Source: an optimization exercise on an open RTL-to-GDS flow (aim: small area and a short achievable clock period). Production flows keep margins and buffers that such runs may drop.
RTL that was checked went through simulation tests only; none was proved equivalent to the original.
Power figures rest on the tool's default switching activity, not on a simulated workload.

==> inputs of try-indigo <==
==> flow/design.v (excerpt) <==
module reduce_prime2r(
    input               clk,rst_n,
    input [69:0]        c,
    output reg [24:0]   res
    );
  wire n1;
  wire n2;
  wire n3;
  wire n4;
  wire n5;
  wire n6;
  wire n7;
  wire n8;
  wire n9;
  wire n10;
  wire n11;
  wire n12;
  wire n13;
  wire n14;
  wire n15;
  wire n16;
  wire n17;
  wire n18;
  wire n19;
  wire n20;
  wire n21;
  wire n22;
  wire n23;
  wire n24;
  wire n25;
  wire n26;
  wire n27;
  wire n28;
  wire n29;
  wire n30;
  wire n31;
  wire n32;
  wire n33;
  wire n34;
  wire n35;
  wire n36;
  wire n37;
  wire n38;
  wire n39;
  wire n40;
  wire n41;
  wire n42;
  wire n43;
  wire n44;
  wire n45;
  wire n46;
  wire n47;
  wire n48;
  wire n49;
  wire n50;
  wire n51;
  wire n52;
  wire n53;
  wire n54;
  wire n55;
  wire n56;
  wire n57;
  wire n58;
  wire n59;
  wire n60;
  wire n61;
  wire n62;
  wire n63;
  wire n64;
  wire n65;
  wire n66;
  wire n67;
  wire n68;
  wire n69;
  wire n70;
  wire n71;
  wire n72;
  wire n73;
  wire n74;
  wire n75;
  wire n76;
  wire n77;
  wire n78;
  wire n79;
  wire n80;
  wire n81;
  wire n82;
  wire n83;
  wire n84;
  wire n85;
  wire n86;
  wire n87;
  wire n88;
  wire n89;
  wire n90;
  wire n91;
  wire n92;
  wire n93;
  wire n94;
  wire n95;
  wire n96;
  wire n97;
  wire n98;
  wire n99;
  wire n100;
  wire n101;
  wire n102;
  wire n103;
  wire n104;
  wire n105;
  ...
==> flow/config.mk <==
export PLATFORM = sky130hd
export DESIGN_NAME = reduce_prime2r
export DESIGN_NICKNAME = reduce_prime2r
export VERILOG_FILES = /design/flow/design.v
export SDC_FILE = /design/flow/constraint.sdc
export NUM_CORES = 4
export LEC_CHECK = 0
export CAP_MARGIN = 20
export CORE_MARGIN = 2
export CORE_UTILIZATION = 60
export CTS_BUF_LIST = sky130_fd_sc_hd__clkbuf_4 sky130_fd_sc_hd__clkbuf_8
export PLACE_DENSITY = 0.75
export SETUP_SLACK_MARGIN = 2.8
export SLEW_MARGIN = 20
export SYNTH_HIERARCHICAL = 1
==> flow/constraint.sdc <==
create_clock -name core_clock -period 5.3 [get_ports {clk}]
set_input_delay 1.0600 -clock core_clock [delete_from_list [all_inputs] [get_ports {clk}]]
set_output_delay 1.0600 -clock core_clock [all_outputs]
set_load 0.01 [all_outputs]
standard.sh (not shown) runs the stock make flow with config.mk's settings and CLKGATE_MAP_FILE= SYNTH_SCRIPT=/design/flow/synth_recipe.tcl, a recipe that flattens the netlist after the stock synthesis.
==> flow/flow/run.sh <==
#!/bin/bash
set -euo pipefail
export BUFFER_PORTS_ARGS="-buffer_cell sky130_fd_sc_hd__buf_1"
bash standard.sh > standard_flow.log 2>&1
==> try-sierra: changes against try-indigo <==
- SETUP_SLACK_MARGIN: 2.8 -> 2.7
==> summary of the runs <==
Synthesized area is the same in try-sierra and try-indigo. Of try-indigo and try-sierra, try-sierra has the higher sequential share of layout area (gap 1.3 points). In synthesized cell count, try-sierra and try-indigo do not differ. Between try-sierra and try-indigo, the lower final area is in try-sierra (gap 4.7%, measured against try-indigo). Flip-flop and latch count is the same in try-indigo and try-sierra.
Function was not checked in any run of this note: the RTL went through the layout flow alone.


==> exp/lagoon <==
Another version of the RTL of reduce_prime2r (not shown whole).
## reduce_prime2r
module reduce_prime2r(
    input               clk,rst_n,
    input [69:0]        c,
    output reg [24:0]   res
    );
  wire n1;
  wire n2;
  wire n3;
  wire n4;
  wire n5;
  wire n6;
  wire n7;
  wire n8;
  wire n9;
  wire n10;
  wire n11;
  wire n12;
  wire n13;
  wire n14;
  wire n15;
  wire n16;
  wire n17;
  wire n18;
  wire n19;
  wire n20;
  wire n21;
  wire n22;
  wire n23;
  wire n24;
  wire n25;
  wire n26;
  wire n27;
  wire n28;
  wire n29;
  wire n30;
  wire n31;
  wire n32;
  wire n33;
  wire n34;
  wire n35;
  wire n36;
  wire n37;
  wire n38;
  wire n39;
  wire n40;
  wire n41;
  wire n42;
  wire n43;
  wire n44;
  wire n45;
  wire n46;
  wire n47;
  wire n48;
  wire n49;
  wire n50;
  wire n51;
  wire n52;
  wire n53;
  wire n54;
  wire n55;
  wire n56;
  wire n57;
  wire n58;
  wire n59;
  wire n60;
  wire n61;
  wire n62;
  wire n63;
  wire n64;
  wire n65;
  wire n66;
  wire n67;
  wire n68;
  wire n69;
  wire n70;
  wire n71;
  wire n72;
  wire n73;
  wire n74;
  wire n75;
  wire n76;
  wire n77;
  wire n78;
  wire n79;
  wire n80;
  wire n81;
  wire n82;
  wire n83;
  wire n84;
  wire n85;
  wire n86;
  wire n87;
  wire n88;
  wire n89;
  wire n90;
  wire n91;
  wire n92;
  wire n93;
  wire n94;
  wire n95;
  wire n96;
  wire n97;
  wire n98;
  wire n99;
  wire n100;
  wire n101;
  wire n102;
  wire n103;
  wire n104;
  wire n105;
  wire n106;
  wire n107;
  wire n108;
  wire n109;
  wire n110;
  wire n111;
  wire n112;
  wire n113;
  wire n114;
  wire n115;
  wire n116;
  wire n117;
  wire n118;
  wire n119;
  wire n120;
  wire n121;
  wire n122;
  wire n123;
  wire n124;
  wire n125;
  wire n126;
  wire n127;
  wire n128;
  wire n129;
  wire n130;
  wire n131;
  wire n132;
  wire n133;
  wire n134;
  wire n135;
  wire n136;
  wire n137;
  wire n138;
  wire n139;
  wire n140;
  wire n141;
  wire n142;
  wire n143;
  wire n144;
  wire n145;
  wire n146;
  wire n147;
  wire n148;
  wire n149;
  wire n150;
  wire n151;
  wire n152;
  wire n153;
  wire n154;
  wire n155;
  wire n156;
  wire n157;
  wire n158;
  wire n159;
  wire n160;
  wire n161;
  wire n162;
  wire n163;
  wire n164;
  wire n165;
  wire n166;
  wire n167;
  wire n168;
  wire n169;
  wire n170;
  wire n171;
  ...
Settings: LEC_CHECK=0, CAP_MARGIN=20, CORE_MARGIN=2, CORE_UTILIZATION=60, CTS_BUF_LIST=sky130_fd_sc_hd__clkbuf_4 sky130_fd_sc_hd__clkbuf_8, PLACE_DENSITY=0.75, SETUP_SLACK_MARGIN=2.8, SLEW_MARGIN=20, SYNTH_HIERARCHICAL=1; clock period 5.3 ns.
Scripts as last shown in full above: flow/flow/run.sh
==> inputs of exp/indigo, as changes to exp/lagoon <==
--- a/flow/design.v
+++ b/flow/design.v
@@ -312,40 +312,16 @@
   wire n307;
   wire n308;
   wire n309;
   wire n310;
   wire n311;
   wire n312;
   wire n313;
   wire n314;
-  wire n315;
-  wire n316;
-  wire n317;
-  wire n318;
-  wire n319;
-  wire n320;
-  wire n321;
-  wire n322;
-  wire n323;
-  wire n324;
-  wire n325;
-  wire n326;
-  wire n327;
-  wire n328;
-  wire n329;
-  wire n330;
-  wire n331;
-  wire n332;
-  wire n333;
-  wire n334;
-  wire n335;
-  wire n336;
-  wire n337;
-  wire n338;
   assign n1 = ~c[30];
   fa_cell u_fa1 (.a(c[6]), .b(c[24]), .c(n1), .s(n2), .co(n3));
   assign n4 = ~c[31];
   fa_cell u_fa2 (.a(c[7]), .b(c[25]), .c(n4), .s(n5), .co(n6));
   assign n7 = ~c[32];
   fa_cell u_fa3 (.a(c[8]), .b(c[26]), .c(n7), .s(n8), .co(n9));
   assign n10 = ~c[33];
   fa_cell u_fa4 (.a(c[9]), .b(c[27]), .c(n10), .s(n11), .co(n12));
@@ -520,99 +496,79 @@
   assign n257 = n53 & n51;
   assign n258 = n53 ^ n51;
   assign n259 = n215 | (n216 & n214);
   assign n260 = n216 & 1'b1;
   assign n261 = n219 | (n220 & n217);
   assign n262 = n220 & n218;
   assign n263 = n223 | (n224 & n221);
   assign n264 = n224 & n222;
-  assign n265 = n225 | (n226 & 1'b0);
-  assign n266 = n226 & n2;
-  assign n267 = n229 | (n230 & n227);
-  assign n268 = n230 & n228;
-  assign n269 = n233 | (n234 & n231);
-  assign n270 = n234 & n232;
-  assign n271 = n217 | (n218 & n259);
-  assign n272 = n218 & n260;
-  assign n273 = n261 | (n262 & n259);
-  assign n274 = n262 & n260;
-  assign n275 = 1'b0 | (n2 & n263);
-  assign n276 = n2 & n264;
-  assign n277 = n265 | (n266 & n263);
-  assign n278 = n266 & n264;
-  assign n279 = n231 | (n232 & n267);
-  assign n280 = n232 & n268;
-  assign n281 = n269 | (n270 & n267);
-  assign n282 = n270 & n268;
-  assign n283 = n221 | (n222 & n273);
-  assign n284 = n222 & n274;
-  assign n285 = n263 | (n264 & n273);
-  assign n286 = n264 & n274;
-  assign n287 = n275 | (n276 & n273);
-  assign n288 = n276 & n274;
-  assign n289 = n277 | (n278 & n273);
-  assign n290 = n278 & n274;
-  assign n291 = n227 | (n228 & n289);
-  assign n292 = n228 & n290;
-  assign n293 = n267 | (n268 & n289);
-  assign n294 = n268 & n290;
-  assign n295 = n279 | (n280 & n289);
-  assign n296 = n280 & n290;
-  assign n297 = n281 | (n282 & n289);
-  assign n298 = n282 & n290;
-  assign n299 = n237 | (n238 & n235);
-  assign n300 = n238 & n236;
-  assign n301 = n241 | (n242 & n239);
-  assign n302 = n242 & n240;
-  assign n303 = n245 | (n246 & n243);
-  assign n304 = n246 & n244;
-  assign n305 = n249 | (n250 & n247);
-  assign n306 = n250 & n248;
-  assign n307 = n253 | (n254 & n251);
-  assign n308 = n254 & n252;
-  assign n309 = n257 | (n258 & n255);
-  assign n310 = n258 & n256;
-  assign n311 = n239 | (n240 & n299);
-  assign n312 = n240 & n300;
-  assign n313 = n301 | (n302 & n299);
-  assign n314 = n302 & n300;
-  assign n315 = n247 | (n248 & n303);
-  assign n316 = n248 & n304;
-  assign n317 = n305 | (n306 & n303);
-  assign n318 = n306 & n304;
-  assign n319 = n255 | (n256 & n307);
-  assign n320 = n256 & n308;
-  assign n321 = n309 | (n310 & n307);
-  assign n322 = n310 & n308;
-  assign n323 = n243 | (n244 & n313);
-  assign n324 = n244 & n314;
-  assign n325 = n303 | (n304 & n313);
-  assign n326 = n304 & n314;
-  assign n327 = n315 | (n316 & n313);
-  assign n328 = n316 & n314;
-  assign n329 = n317 | (n318 & n313);
-  assign n330 = n318 & n314;
-  assign n331 = n251 | (n252 & n329);
-  assign n332 = n252 & n330;
-  assign n333 = n307 | (n308 & n329);
-  assign n334 = n308 & n330;
-  assign n335 = n319 | (n320 & n329);
-  assign n336 = n320 & n330;
-  assign n337 = n321 | (n322 & n329);
-  assign n338 = n322 & n330;
+  assign n265 = n217 | (n218 & n259);
+  assign n266 = n218 & n260;
+  assign n267 = n261 | (n262 & n259);
+  assign n268 = n262 & n260;
+  assign n269 = n221 | (n222 & n267);
+  assign n270 = n222 & n268;
+  assign n271 = n263 | (n264 & n267);
+  assign n272 = n264 & n268;
+  assign n273 = n225 | (n226 & 1'b0);
+  assign n274 = n226 & n2;
+  assign n275 = n229 | (n230 & n227);
+  assign n276 = n230 & n228;
+  assign n277 = n233 | (n234 & n231);
+  assign n278 = n234 & n232;
+  assign n279 = n227 | (n228 & n273);
+  assign n280 = n228 & n274;
+  assign n281 = n275 | (n276 & n273);
+  assign n282 = n276 & n274;
+  assign n283 = n231 | (n232 & n281);
+  assign n284 = n232 & n282;
+  assign n285 = n277 | (n278 & n281);
+  assign n286 = n278 & n282;
+  assign n287 = n237 | (n238 & n235);
+  assign n288 = n238 & n236;
+  assign n289 = n241 | (n242 & n239);
+  assign n290 = n242 & n240;
+  assign n291 = n245 | (n246 & n243);
+  assign n292 = n246 & n244;
+  assign n293 = n239 | (n240 & n287);
+  assign n294 = n240 & n288;
+  assign n295 = n289 | (n290 & n287);
+  assign n296 = n290 & n288;
+  assign n297 = n243 | (n244 & n295);
+  assign n298 = n244 & n296;
+  assign n299 = n291 | (n292 & n295);
+  assign n300 = n292 & n296;
+  assign n301 = n249 | (n250 & n247);
+  assign n302 = n250 & n248;
+  assign n303 = n253 | (n254 & n251);
+  assign n304 = n254 & n252;
+  assign n305 = n257 | (n258 & n255);
+  assign n306 = n258 & n256;
+  assign n307 = n251 | (n252 & n301);
+  assign n308 = n252 & n302;
+  assign n309 = n303 | (n304 & n301);
+  assign n310 = n304 & n302;
+  assign n311 = n255 | (n256 & n309);
+  assign n312 = n256 & n310;
+  assign n313 = n305 | (n306 & n309);
+  assign n314 = n306 & n310;
   wire [24:0] wa = {n209, n202, n195, n188, n181, n174, n167, n160, n153, n146, n139, n132, n125, n118, n111, n104, n97, n91, n90, n79, n74, n69, n64, n59, n54};
   wire [24:0] wb = {n213, n208, n201, n194, n187, n180, n173, n166, n159, n152, n145, n138, n131, n124, n117, n110, n103, n96, 1'b0, n83, n78, n73, n68, n63, n58};
-  wire wdg0 = n297;
-  wire wdg1 = n337;
-  wire wdp1 = n338;
+  wire wdg0 = n271;
+  wire wdg1 = n285;
+  wire wdp1 = n286;
+  wire wdg2 = n299;
+  wire wdp2 = n300;
+  wire wdg3 = n313;
+  wire wdp3 = n314;
   reg [24:0] ra, rb;
-  reg rdg0, rdg1, rdp1;
+  reg rdg0, rdg1, rdp1, rdg2, rdp2, rdg3, rdp3;
   always @(posedge clk) begin
-    ra <= wa; rb <= wb; rdg0 <= wdg0; rdg1 <= wdg1; rdp1 <= wdp1;
+    ra <= wa; rb <= wb; rdg0 <= wdg0; rdg1 <= wdg1; rdp1 <= wdp1; rdg2 <= wdg2; rdp2 <= wdp2; rdg3 <= wdg3; rdp3 <= wdp3;
   end
   wire m1;
   wire m2;
   wire m3;
   wire m4;
   wire m5;
   wire m6;
   wire m7;
@@ -782,17 +738,17 @@
   wire m171;
   wire m172;
   wire m173;
   wire m174;
   wire m175;
   wire m176;
   wire m177;
   wire m178;
-  assign m1 = (rdg1 | (rdp1 & rdg0));
+  assign m1 = (rdg3 | (rdp3 & (rdg2 | (rdp2 & (rdg1 | (rdp1 & rdg0))))));
   assign m2 = ~ra[0] ^ ~rb[0];
   assign m3 = ~ra[0] & ~rb[0];
   assign m4 = ~ra[1] ^ rb[1];
   assign m5 = ~ra[1] & rb[1];
   assign m6 = ra[2] ^ rb[2];
   assign m7 = ra[2] & rb[2];
   assign m8 = ra[3] ^ rb[3];
   assign m9 = ra[3] & rb[3];
Settings changed: CORE_UTILIZATION 60 to 40, PLACE_DENSITY 0.75 to unset, SETUP_SLACK_MARGIN 2.8 to 2.6.
==> comparison table <==
| item | exp/lagoon | exp/indigo |
|---|---|---|
| Result of the run | no timing/DRC/antenna violations | no timing/DRC/antenna violations |
| Adder-Cell Fraction of Synth Area | 42.92% | 42.39% |
| Largest stage delay, worst path | 0.60 ns | 0.58 ns |
| Minimum clock period after layout | 2.620 ns | 2.651 ns |
| Cell depth of the worst setup path | 9 | 5 |
| Routed metal-1 wire length | 5456 um | 5268 um |
| Headroom to the max-slew limit | 68.22% | 63.73% |
| Non-clock buffer contribution to total cell area | 9.139% | 6.043% |
| Launch point of the worst hold path | ra[6] | rb[0] |
| Hold WS | 0.5491 ns | 0.5871 ns |
| Minimum setup slack in the final design | 2.680 ns | 2.649 ns |
| Fraction of final layout cells sized beyond drive strength 1 | 24.41% | 5.386% |
| Seq/Total Area, Yosys | 31.55% | 32.65% |
| Critical path origin | c[31] | c[44] |
| Share of the synthesized area in the top cell type | 31.08% | 30.69% |
| Power spent charging and discharging nets | 1.307 mW | 1.184 mW |
| Slowest cell on the critical path | sky130_fd_sc_hd__fa_2 | sky130_fd_sc_hd__fa_1 |
| DIE WIDTH | 97.83 um | 119.6 um |
| Relative contribution of sequential cells to total power | 28.2% | 31.9% |
| Total length of routed met3 wires | 742 um | 649 um |
| Half-perimeter wire length after placement | 10160 um | 10480 um |
| Core utilization of the finished layout | 74.67% | 46.81% |
| Layout sequential cell count | 77 | 81 |
| Flop2flop setup slack | 2.86 ns | 2.96 ns |
| Placer congestion estimate | 0.9435 | 0.8577 |
| Synthesized-area fraction occupied by ao, oa, aoi and oai cells | 10.94% | 8.702% |
Function not checked in exp/lagoon: the RTL went through the layout flow alone.

==> separate check: timing with driven ports <==
No port has a modelled driver above. Below, the same layouts with a new extraction and two added sets of constraints.
Step 1 sets driving cells, clkbuf_16 on the clock port and buf_2 on the other inputs (assumed; they add their load-dependent delay and slew).
Step 2, shift: input delay + t, output delay - t, t = (earliest + latest rising clock arrival at the registers) / 2. This alone moves slack from input paths to output paths.
Three values: ideal ports, drivers, drivers and shift; two values: the first two.
run	t (ns)	slack for setup (ns)	worst setup path after step 2	latest minus earliest clock arrival (ns)	slew at the worst register clock pin (ns)
try-indigo	0.368	2.748 / 2.747 / 2.379	input to register	0.008 / 0.007	0.08 / 0.08
try-sierra	0.361	2.748 / 2.748 / 2.387	input to register	0.011 / 0.011	0.09 / 0.09
exp/lagoon	0.386	2.680 / 2.678 / 2.293	input to register	0.011 / 0.011	0.09 / 0.09
exp/indigo	0.389	2.649 / 2.661 / 2.272	input to register	0.006 / 0.006	0.08 / 0.08
After both steps every run listed still meets setup and hold. For exp/lagoon, which loses most, drivers alone change the setup slack by -0.002 ns; drivers and shift together by -0.387 ns.
